What follows belongs to an exercise in optimizing a design on an open flow for small area; a production flow would make more cautious choices.
Only simulation tests tie the RTL to the original design; equivalence was not proved.
Power is estimated from default activity; no workload was simulated.

==> flow/design.v <==
`timescale 1ns / 1ps
module Clock_Counter(
    input clk_100MHZ,
    input rst,
    input wire [4:0] pb,
    input wire [15:0] switch,
    output wire [7:0] seg,
    output wire [15:0] leds,
    output wire [3:0] anode,
    output hsync,
    output vsync,
    output wire [3:0] VGA_Red,
    output wire [3:0] VGA_Green,
    output wire [3:0] VGA_Blue
    );
    function ge10; input [9:0] x; input [9:0] k; integer i; reg r;
        begin
            r = 1'b1;
            for (i = 0; i < 10; i = i + 1)
                r = k[i] ? (x[i] & r) : (x[i] | r);
            ge10 = r;
        end
    endfunction
    function le10; input [9:0] x; input [9:0] k; integer i; reg r;
        begin
            r = 1'b1;
            for (i = 0; i < 10; i = i + 1)
                r = k[i] ? (~x[i] | r) : (~x[i] & r);
            le10 = r;
        end
    endfunction
    localparam [12:0] TB_SEED = 13'd6948;
    localparam [12:0] TB_END  = 13'd3649;
    localparam [12:0] TB_MASK = 13'd3047;
    reg [12:0] tb_sr;
    reg        tb_half;
    wire       tb_end = ((tb_sr & TB_MASK) == (TB_END & TB_MASK));
    wire       tick = tb_end & ~tb_half;
    always @(posedge clk_100MHZ) begin
        if (rst) begin
            tb_sr <= TB_SEED;
            tb_half <= 0;
        end else if (tb_end) begin
            tb_sr <= TB_SEED;
            tb_half <= ~tb_half;
        end else
            tb_sr <= {tb_sr[11:0], tb_sr[12] ^ tb_sr[2]};
    end
    reg [3:0] s1, m1, h1;
    reg [2:0] s10, m10;
    reg [1:0] h10;
    function [3:0] inc10; input [3:0] d;    
        inc10 = {(d[3] & ~d[0]) | (d[2] & d[1] & d[0]),
                 d[2] ^ (d[1] & d[0]),
                 ~d[3] & (d[1] ^ d[0]),
                 ~d[0]};
    endfunction
    function [2:0] inc6; input [2:0] d;     
        inc6 = {(d[2] & ~d[0]) | (d[1] & d[0]),
                ~d[2] & (d[1] ^ d[0]),
                ~d[0]};
    endfunction
    wire s1_9 = s1[3] & s1[0];
    wire s_59 = s1_9 & s10[2] & s10[0];
    wire m1_9 = m1[3] & m1[0];
    wire m_59 = m1_9 & m10[2] & m10[0];
    wire h1_9 = h1[3] & h1[0];
    wire h_23 = h10[1] & h1[1] & h1[0];
    wire en_s1  = tick & ~pb[2] & ~pb[1];
    wire en_s10 = en_s1 & s1_9;
    wire en_m1  = tick & ~pb[2] & (pb[1] | s_59);
    wire en_m10 = en_m1 & m1_9;
    wire en_h1  = tick & (pb[2] | (~pb[1] & s_59 & m_59));
    wire en_h10 = en_h1 & (h1_9 | h_23);
    always @(posedge clk_100MHZ) begin
        if (rst | en_s1)  s1  <= rst ? 4'd0 : inc10(s1);
        if (rst | en_s10) s10 <= rst ? 3'd0 : inc6(s10);
        if (rst | en_m1)  m1  <= rst ? 4'd0 : inc10(m1);
        if (rst | en_m10) m10 <= rst ? 3'd0 : inc6(m10);
        if (rst | en_h1)  h1  <= (rst | h_23) ? 4'd0 : inc10(h1);
        if (rst | en_h10) h10 <= (rst | h_23) ? 2'd0 : {h10[0], ~h10[0]};
    end
    assign leds = {8'b0, 1'b0, s10, s1};
    function [6:0] seg_on;
        input [3:0] n;
        reg A, B, C, D;
        begin
            {A, B, C, D} = n;
            seg_on[0] = A | C | ~(B ^ D);
            seg_on[1] = ~B | ~(C ^ D);
            seg_on[2] = B | ~C | D;
            seg_on[3] = A | (~B & ~D) | (~B & C) | (C & ~D) | (B & ~C & D);
            seg_on[4] = ~D & (~B | C);
            seg_on[5] = A | (~C & ~D) | (B & ~C) | (B & ~D);
            seg_on[6] = A | (B ^ C) | (C & ~D);
        end
    endfunction
    reg [5:0] ph;
    always @(posedge clk_100MHZ) begin
        if (rst || ph == 6'd39) ph <= 0;
        else ph <= ph + 1'b1;
    end
    wire scan = (ph == 6'd4) | (ph == 6'd14) | (ph == 6'd24) | (ph == 6'd34);
    wire pix = (ph[1:0] == 2'd1);
    reg [3:0] disp;       
    reg       dp_n;
    always @(posedge clk_100MHZ) begin
        if (rst) begin
            disp <= 4'hC;
            dp_n <= 1'b1;
        end else if (scan) begin
            if (ph[5])      disp <= m1;
            else if (ph[4]) disp <= {1'b0, m10};
            else if (ph[3]) disp <= h1;
            else            disp <= {2'b00, h10};
            dp_n <= ~(ph[3] & ~ph[4] & tb_half);
        end
    end
    wire blank = disp[3] & disp[2];
    assign seg = {dp_n, ~(seg_on(disp) & {7{~blank}})};
    wire [1:0] cur = (ge10({4'd0, ph}, 10'd5) && le10({4'd0, ph}, 10'd14)) ? 2'd0 :
                     (ge10({4'd0, ph}, 10'd15) && le10({4'd0, ph}, 10'd24)) ? 2'd1 :
                     (ge10({4'd0, ph}, 10'd25) && le10({4'd0, ph}, 10'd34)) ? 2'd2 : 2'd3;
    assign anode = blank ? 4'hF : ~(4'b1000 >> cur);
    reg [3:0] slot;
    reg [7:0] hp;
    wire s_col = (slot == 4'd2) | (slot == 4'd5);
    wire s_x   = slot[3];
    wire s_dig = ~s_col & ~s_x;
    wire slot_end = (s_dig & (hp == 8'd84)) | (s_col & (hp == 8'd33)) |
                    (s_x & (hp == 8'd221));
    wire h_wrap = s_x & (hp == 8'd27);      
    reg [10:0] ln;        
    wire adv = pix & slot_end;
    wire lnw = pix & h_wrap;
    always @(posedge clk_100MHZ) begin
        if (rst) begin
            slot <= 4'd8;
            hp <= 8'd28;
        end else begin
            slot <= (adv & s_x) ? 4'd0 : slot + adv;
            hp <= adv ? 8'd0 : hp + pix;
        end
    end
    always @(posedge clk_100MHZ) begin
        if (rst) ln <= 11'd1;
        else if (lnw & (ln == 11'd1049)) ln <= 11'd0;
        else ln <= ln + lnw;
    end
    wire [9:0] v = ln[10:1];
    assign hsync = ~(s_x & (ge10({2'd0, hp}, 10'd28)) & (le10({2'd0, hp}, 10'd124)));
    assign vsync = ge10(v, 10'd3);
    wire rA  = (ge10(v, 10'd150)) && (le10(v, 10'd165));
    wire rBF = (ge10(v, 10'd165)) && (le10(v, 10'd235));
    wire rG  = (ge10(v, 10'd235)) && (le10(v, 10'd250));
    wire rCE = (ge10(v, 10'd250)) && (le10(v, 10'd320));
    wire rD  = (ge10(v, 10'd320)) && (le10(v, 10'd335));
    wire rCol = ((ge10(v, 10'd200)) && (le10(v, 10'd217))) || ((ge10(v, 10'd277)) && (le10(v, 10'd294)));
    wire cW = s_dig & (le10({2'd0, hp}, 10'd65));
    wire cL = s_dig & (le10({2'd0, hp}, 10'd10));
    wire cR = s_dig & (ge10({2'd0, hp}, 10'd55)) & (le10({2'd0, hp}, 10'd65));
    wire cCol = s_col & (le10({2'd0, hp}, 10'd14));
    reg [3:0] vd;         
    always @(*) begin
        case (slot[2:0])
            3'd0: vd = {2'b00, h10};
            3'd1: vd = h1;
            3'd3: vd = {1'b0, m10};
            3'd4: vd = m1;
            3'd6: vd = {1'b0, s10};
            default: vd = s1;
        endcase
    end
    wire [6:0] vs = seg_on(vd);
    wire lit = (cW & ((rA & vs[0]) | (rG & vs[6]) | (rD & vs[3]))) |
               (cL & ((rBF & vs[5]) | (rCE & vs[4]))) |
               (cR & ((rBF & vs[1]) | (rCE & vs[2]))) |
               (cCol & rCol);
    assign VGA_Red   = lit ? switch[15:12] : 4'b0;
    assign VGA_Green = lit ? switch[11:8]  : 4'b0;
    assign VGA_Blue  = lit ? switch[7:4]   : 4'b0;
endmodule
==> flow/flow/run.sh <==
#!/bin/bash
# Standard ORFS layout with two changes: port buffers use the smallest
# buffer cell, and clock tree synthesis uses small clock buffers without
# dummy loads. Make's output goes to flow.log; each ORFS step writes its
# own log under orfs/logs/.
set -euo pipefail
bash standard.sh \
  "BUFFER_PORTS_ARGS=-buffer_cell sky130_fd_sc_hd__buf_1" \
  "CTS_ARGS=-sink_clustering_enable -repair_clock_nets -dont_use_dummy_load -buf_list sky130_fd_sc_hd__clkbuf_8" \
  finish > flow.log 2>&1
==> flow/standard.sh <==
#!/bin/bash
# synth_recipe.tcl (not shown) runs the flow's synth.tcl, then flattens the netlist and writes it again
# the make line also repeats each setting of config.mk as NAME=value (left out here)
make -C /OpenROAD-flow-scripts/flow DESIGN_CONFIG=/design/flow/config.mk WORK_HOME=/design/flow/orfs CLKGATE_MAP_FILE= SYNTH_SCRIPT=/design/flow/synth_recipe.tcl "${@:-finish}"
==> flow/config.mk <==
export PLATFORM = sky130hd
export DESIGN_NAME = Clock_Counter
export DESIGN_NICKNAME = Clock_Counter
export VERILOG_FILES = /design/flow/design.v
export SDC_FILE = /design/flow/constraint.sdc
export NUM_CORES = 4
export LEC_CHECK = 0
export CAP_MARGIN = 20
export CORE_MARGIN = 2
export CORE_UTILIZATION = 35
export PLACE_DENSITY = 0.6
export SLEW_MARGIN = 20
==> flow/constraint.sdc <==
create_clock -name core_clock -period 10.0 [get_ports {clk_100MHZ}]
set_input_delay 2.0000 -clock core_clock [delete_from_list [all_inputs] [get_ports {clk_100MHZ}]]
set_output_delay 2.0000 -clock core_clock [all_outputs]
set_load 0.01 [all_outputs]
==> results.yml, run 1 <==
placement:
  dp_hpwl_mm: 6.43
  place.gp.congestion: 0.825
  dp_slack_ns: 4.72
  portBuffers: 48
floorplan:
  dieArea_um2: 13500
  core_area_um2: 12100
  io_pins: 65
  row_count: 40
  start_util: 0.362
  die_y_um: 116
  die_w_um: 116
timing:
  finalSetupViolCount: 0
  tightest_slew_ns: 0.872
  maxSlewViolCount: 0
  finalWorstSetupSlack_ns: 4.39
  period_needed_ns: 5.61
  rsz0062_at_grt: "false"
  fin_skew_ns: 0.0152
  hold_viol: 0
  fmax_mhz: 178
  whs_ns: 0.414
  slew-limit-headroom: 0.418
  setup_tns_ns: 0
  fin_crit_sh: 0.561
layout:
  n_antenna_cell: 0
  final.fill_count: 1275
  nets: 580
  regArea_um2: 1560
  multi_input_area_um2: 2540
  area_growth_pct: 7.07
  drive_gt1_frac: 0.0739
route:
  vias: 3539
  drt-pass1-iter-count: 4
  drc: 0
  wl_mm: 8.85
  via_per_inst: 5.08
  postRouteAntennaNets: 0
  drt_iter0_markers: 241
  wl_per_cell_um: 12.7
clock_network:
  cts_buffers: 9
  root_buffer: "clkbuf_8"
  cts_resized: 0
  tritoncts: "built"
  cts.reportedPaths.clkPinSlew_ns: 0.07
  clk_latency_ns: 0.35
  clock-sinks: 68
  cts_hold_buf: 0
  htree_levels: 3
  cts.path.max_buffers: 2
  post-cts-setup-buffer-count: 0
global_route:
  grt_usage: 0.140
  grt_pass1_vias: 3251
  grt_overflow: 0
  grt_max_degree: 44
  grt_pass1_wl_mm: 15.1
  antenna_found_initial: 0
synth:
  async_reset_ff_frac: 0
  synth_top_area_share: 0.219
  seq_area_frac_synth: 0.356
  syn_avg_cell_area_um2: 8.71
  syn_inst: 504
  synth_edf_count: 20
  yosys.cell_count.top_type: "nor2_1"
  syn-cell-area_um2: 4390
  yosys-top-cells-count: "nor2_1 (66), dfxtp_1 (48), ha_1 (27), nand2_1 (27), inv_1 (23)"
  synth_top_family_by_area: "simple AND/OR/NAND/NOR gates"
  synth_compound_area_frac: 0.150
  ys_ff_latch: 68
  synth_xor_area_frac: 0.0539
  ys_warn_count: 1
  yosys.area_share.adder: 0.0770
  yosys.area_share.simple: 0.273
  yosys_most_used_dff: "dfxtp_1"
  netlist_top_cells_area: "dfxtp_1 (22%), edfxtp_1 (14%), ha_1 (7.7%)"
  synthMuxAreaShare: 0.0160
  synth.distinct_cells: 71
  synth_top_area_cell: "dfxtp_1"
setup_path:
  critical_path.top_delay_family: "compound AO/OA/AOI/OAI gates"
  cp.arrival_ns: 3.61
  crit_chain: "nand2b_1, a32o_1, o32ai_4, inv_1, ha_1, nor2b_1, a2111oi_2, a211oi_1, o221ai_2, and2_4, buf_1"
  start_kind: "flop"
  worstSetupPathType: "reg2out"
  slowest_delay_ns: 0.67
  crit_path_top_delay_cell: "dfxtp_1"
  end_kind: "output pin"
  worstPathRequired_ns: 8.00
  cp_max_fo: 17
  crit_buf_inv: 2
worst_hold_path:
  hp-class: "reg2reg"
power:
  powerDensity_nw_per_um2: 113
  leakage_nw: 1.75
  irDropWorstVdd_mv: 0.0528
job:
  max_cap_violations: 0
status:
  status: "complete, no violations"
[placed cells by master, fill, tap and decap left out, types with 13 or more instances in the layout]
cell type,n
nand2b_1,17
xnor2_1,14
ha_1,27
edfxtp_1,20
nand3_1,19
inv_1,23
dfxtp_1,48
o21ai_0,14
xor2_1,13
a21oi_1,21
nand2_1,27
nor2_1,66
buf_1,47
[worst paths after layout]
check,from,to,slack (ns),cells after the start
worst max-delay path,slot[0],VGA_Green[0],4.39,11
worst min-delay path,tb_sr[4],tb_sr[5],0.41,1
worst max register to register,slot[0],slot[3],7.28,10
worst min register to register,tb_sr[4],tb_sr[5],0.41,1
[report_power, final]
group,leakage (nW),internal (mW),switching [mW]
sequential,0.595,0.297,0.0141
clock,0.0647,0.0800,0.0890
combinational,1.09,0.0223,0.0286
total,1.75,0.399,0.132
[sequential cells by signal (all words and copies together), names as in the netlist]
register	cells
hp	8
h1	4
s10	3
tb_sr	13
slot	4
ph	6
tb_half	1
m1	4
ln	11
dp_n	1
h10	2
s1	4
disp	4
m10	3
[metal layers]
metal,GRT usage,vias up,share of wire
li1,-,1790,-
met1,0.180,1659,0.48
met2,0.227,83,0.46
met3,0.0418,7,0.054
met4,0.0421,0,0.010
met5,0,-,0
[logic make-up (layout without fill, tap and decap cells)]
group,count (synthesis),after routing
flip-flops,68,68
XOR/XNOR,27,27
AO/OA/AOI/OAI,89,89
buffers and inverters,64,80
other,1,9
multiplexers,7,7
adder cells (fa/ha/maj),27,27
AND/OR/NAND/NOR,221,221
[final cells by class]
cell class	instances	area share
sequential	68	0.332
inverter	23	0.0184
clock buffer	9	0.0264
timing repair buffer	48	0.0386
tap	168	0.0447
multi-input combinational	380	0.540
[metrics by stage]
stage	instances	util	power (mW)	instance area [um^2]
3_3_place_gp	687	0.378	0.366	4580
4_1_cts	696	0.388	0.539	4700
6_report	696	0.388	0.531	4700
2_1_floorplan	512	-	0.354	4420
3_5_place_dp	687	0.378	0.368	4580
5_1_grt	696	0.388	0.560	4700
==> run 2: changes to the inputs <==
--- a/flow/flow/run.sh
+++ b/flow/flow/run.sh
@@ -6,5 +6,5 @@
 set -euo pipefail
 bash standard.sh \
   "BUFFER_PORTS_ARGS=-buffer_cell sky130_fd_sc_hd__buf_1" \
-  "CTS_ARGS=-sink_clustering_enable -repair_clock_nets -dont_use_dummy_load -buf_list sky130_fd_sc_hd__clkbuf_8" \
+  "CTS_ARGS=-sink_clustering_enable -repair_clock_nets -dont_use_dummy_load -buf_list sky130_fd_sc_hd__clkbuf_4" \
   finish > flow.log 2>&1
==> run 2 against run 1 <==
Fmax down 1.3%. Synthesized cell count unchanged. Synthesized area unchanged. Still clean. Cell count unchanged. Combinational power about the same. Critical path type unchanged. Highest routed layer unchanged. Clock power down 25%. Utilization down 0.46 points.
==> results.yml, run 2 <==
route:
  vias: 3540
  drt-pass1-iter-count: 4
  dr_wl_met3_um: 496
  met2_length_mm: 4.06
  routed.top_layer: "met4"
  wl_per_cell_um: 12.7
  m1WireLength_mm: 4.19
  drt_iter0_markers: 261
  via_per_inst: 5.09
  wl_mm: 8.85
  drc: 0
  postRouteAntennaNets: 0
clock_network:
  tritoncts: "built"
  post-cts-setup-buffer-count: 0
  clk_latency_ns: 0.43
  cts.path.max_buffers: 2
  root_buffer: "clkbuf_4"
  clock-sinks: 68
  cts.reportedPaths.clkPinSlew_ns: 0.11
  cts_buffers: 9
  cts_hold_buf: 0
  htree_levels: 3
  cts_resized: 0
power:
  leakage_nw: 1.72
  irDropWorstVdd_mv: 0.0484
  fin_total_pwr_mw: 0.488
  powerDensity_nw_per_um2: 105
placement:
  place_inst: 687
  dp_hpwl_mm: 6.43
  portBuffers: 48
  dp_slack_ns: 4.72
  place.gp.congestion: 0.825
setup_path:
  worstSetupPathType: "reg2out"
  crit_start: "slot[0]"
  worstPathRequired_ns: 8.00
  r2r_start: "slot[0]"
  cp.arrival_ns: 3.68
  cp_max_fo: 17
  r2r.worst_path.cells: 10
  end_kind: "output pin"
  start_kind: "flop"
layout:
  drive_gt1_frac: 0.0739
  regArea_um2: 1560
  top_regs: "tb_sr: 13 flops, ln: 11 flops, hp: 8 flops"
  final.fill_count: 1280
  n_antenna_cell: 0
  nets: 580
  utilization: 0.383
  multi_input_area_um2: 2540
  area_growth_pct: 5.79
  layout_common_cells: "nor2_1 (66), dfxtp_1 (48), buf_1 (47), nand2_1 (27), ha_1 (27)"
  final_common_cell: "nor2_1"
  largest_reg_flops: 13
  layout.cells.non_filler: 696
  regMostFlops: "tb_sr"
synth:
  synth.distinct_cells: 71
  synth_top_area_cell: "dfxtp_1"
  netlist_top_cells_area: "dfxtp_1 (22%), edfxtp_1 (14%), ha_1 (7.7%)"
  ys_ff_latch: 68
  synth_edf_count: 20
  ys_warn_count: 1
  synth_top_area_share: 0.219
  yosys.cell_count.top_type: "nor2_1"
  syn_avg_cell_area_um2: 8.71
  syn-cell-area_um2: 4390
  yosys_most_used_dff: "dfxtp_1"
  async_reset_ff_frac: 0
  seq_area_frac_synth: 0.356
  yosys-top-cells-count: "nor2_1 (66), dfxtp_1 (48), ha_1 (27), nand2_1 (27), inv_1 (23)"
  syn_inst: 504
global_route:
  grt_usage: 0.140
  grt_max_degree: 44
  grt_pass1_vias: 3248
  antenna_found_initial: 0
  grt_overflow: 0
  grt_pass1_wl_mm: 15.1
timing:
  maxSlewViolCount: 0
  finalWorstSetupSlack_ns: 4.32
  rsz0062_at_grt: "false"
  setup_tns_ns: 0
  slew-limit-headroom: 0.407
  fmax_mhz: 176
  fin_skew_ns: 0.0250
  fin_crit_sh: 0.568
  tightest_slew_ns: 0.890
  hold_viol: 0
  period_needed_ns: 5.68
  finalSetupViolCount: 0
floorplan:
  io_pins: 65
  die_w_um: 116
  row_count: 40
  die_y_um: 116
  start_util: 0.362
  dieArea_um2: 13500
  core_area_um2: 12100
job:
  max_cap_violations: 0
status:
  status: "complete, no violations"
worst_hold_path:
  hp-class: "reg2reg"
  worstHoldStart: "tb_sr[4]"
  whs_path_depth: 1
run 2: cell counts after synthesis:
No cell type changed its count.
run 2: final cells by class:
class,instances,share of cell area
timing repair buffer,48,0.0391
clock buffer,9,0.0146
tap,168,0.0453
inverter,23,0.0186
multi-input combinational,380,0.546
sequential,68,0.336
run 2: logic make-up after synthesis:
| family | count (synthesis) | synth area share |
|---|---|---|
| simple gates | 221 | 0.273 |
| compound gates | 89 | 0.150 |
| flops | 68 | 0.356 |
| buf+inv | 64 | 0.0733 |
| fa+ha+maj | 27 | 0.0770 |
| xor+xnor | 27 | 0.0539 |
| mux | 7 | 0.0160 |
| other cells | 1 | 0.000854 |
run 2: layer usage:
metal  track usage  vias up
met3        0.0418       10
li1              -     1787
met5             0        -
met1         0.179     1658
met4        0.0444        0
met2         0.228       85
run 2: path summary, 6_finish.rpt:
check	endpoint	slack, ns
max	VGA_Green[0]	4.32
min reg2reg	tb_sr[5]	0.42
min	tb_sr[5]	0.42
max reg2reg	slot[3]	7.29
run 2: worst max-delay path, stage by stage, from the launching register on:
cell	delay, ns
dfxtp_1	0.68
nand2b_1	0.11
a32o_1	0.31
o32ai_4	0.34
inv_1	0.10
ha_1	0.30
nor2b_1	0.14
a2111oi_2	0.35
a211oi_1	0.10
o221ai_2	0.46
and2_4	0.23
buf_1	0.14
run 2: stage by stage:
stage | hold WS [ns] | cell area, um^2
global placement | 0.392 | 4580
CTS | 0.431 | 4640
floorplan | 0.386 | 4420
finish | 0.423 | 4640
global route | 0.462 | 4640
detailed placement | 0.410 | 4580
run 2: power by group:
part           switching [mW]  internal [mW]
sequential             0.0141          0.296
combinational          0.0286         0.0223
clock                  0.0846         0.0417

==> re-timing with driven ports <==
How much do the figures lean on ideal ports? The routed layouts below were timed once more, with nothing changed but the port constraints. Step 1: set_driving_cell puts a clkbuf_16 on clk_100MHZ and a buf_2 on each other input, an assumption about the parent block. Step 2 times the ports against the registers' clock, not the clock port: input delays grow and output delays shrink by t, the midpoint of the rising clock arrivals with the driver on. Three values: ideal ports, drivers, drivers and shift; two values: the first two.
run	shift t [ns]	slack for setup (ns)	cell pins on the clock port's net
run 1	0.377	4.392 / 4.359 / 4.736	1
run 2	0.446	4.315 / 4.286 / 4.731	1
After both steps setup and hold are still met in every run listed.
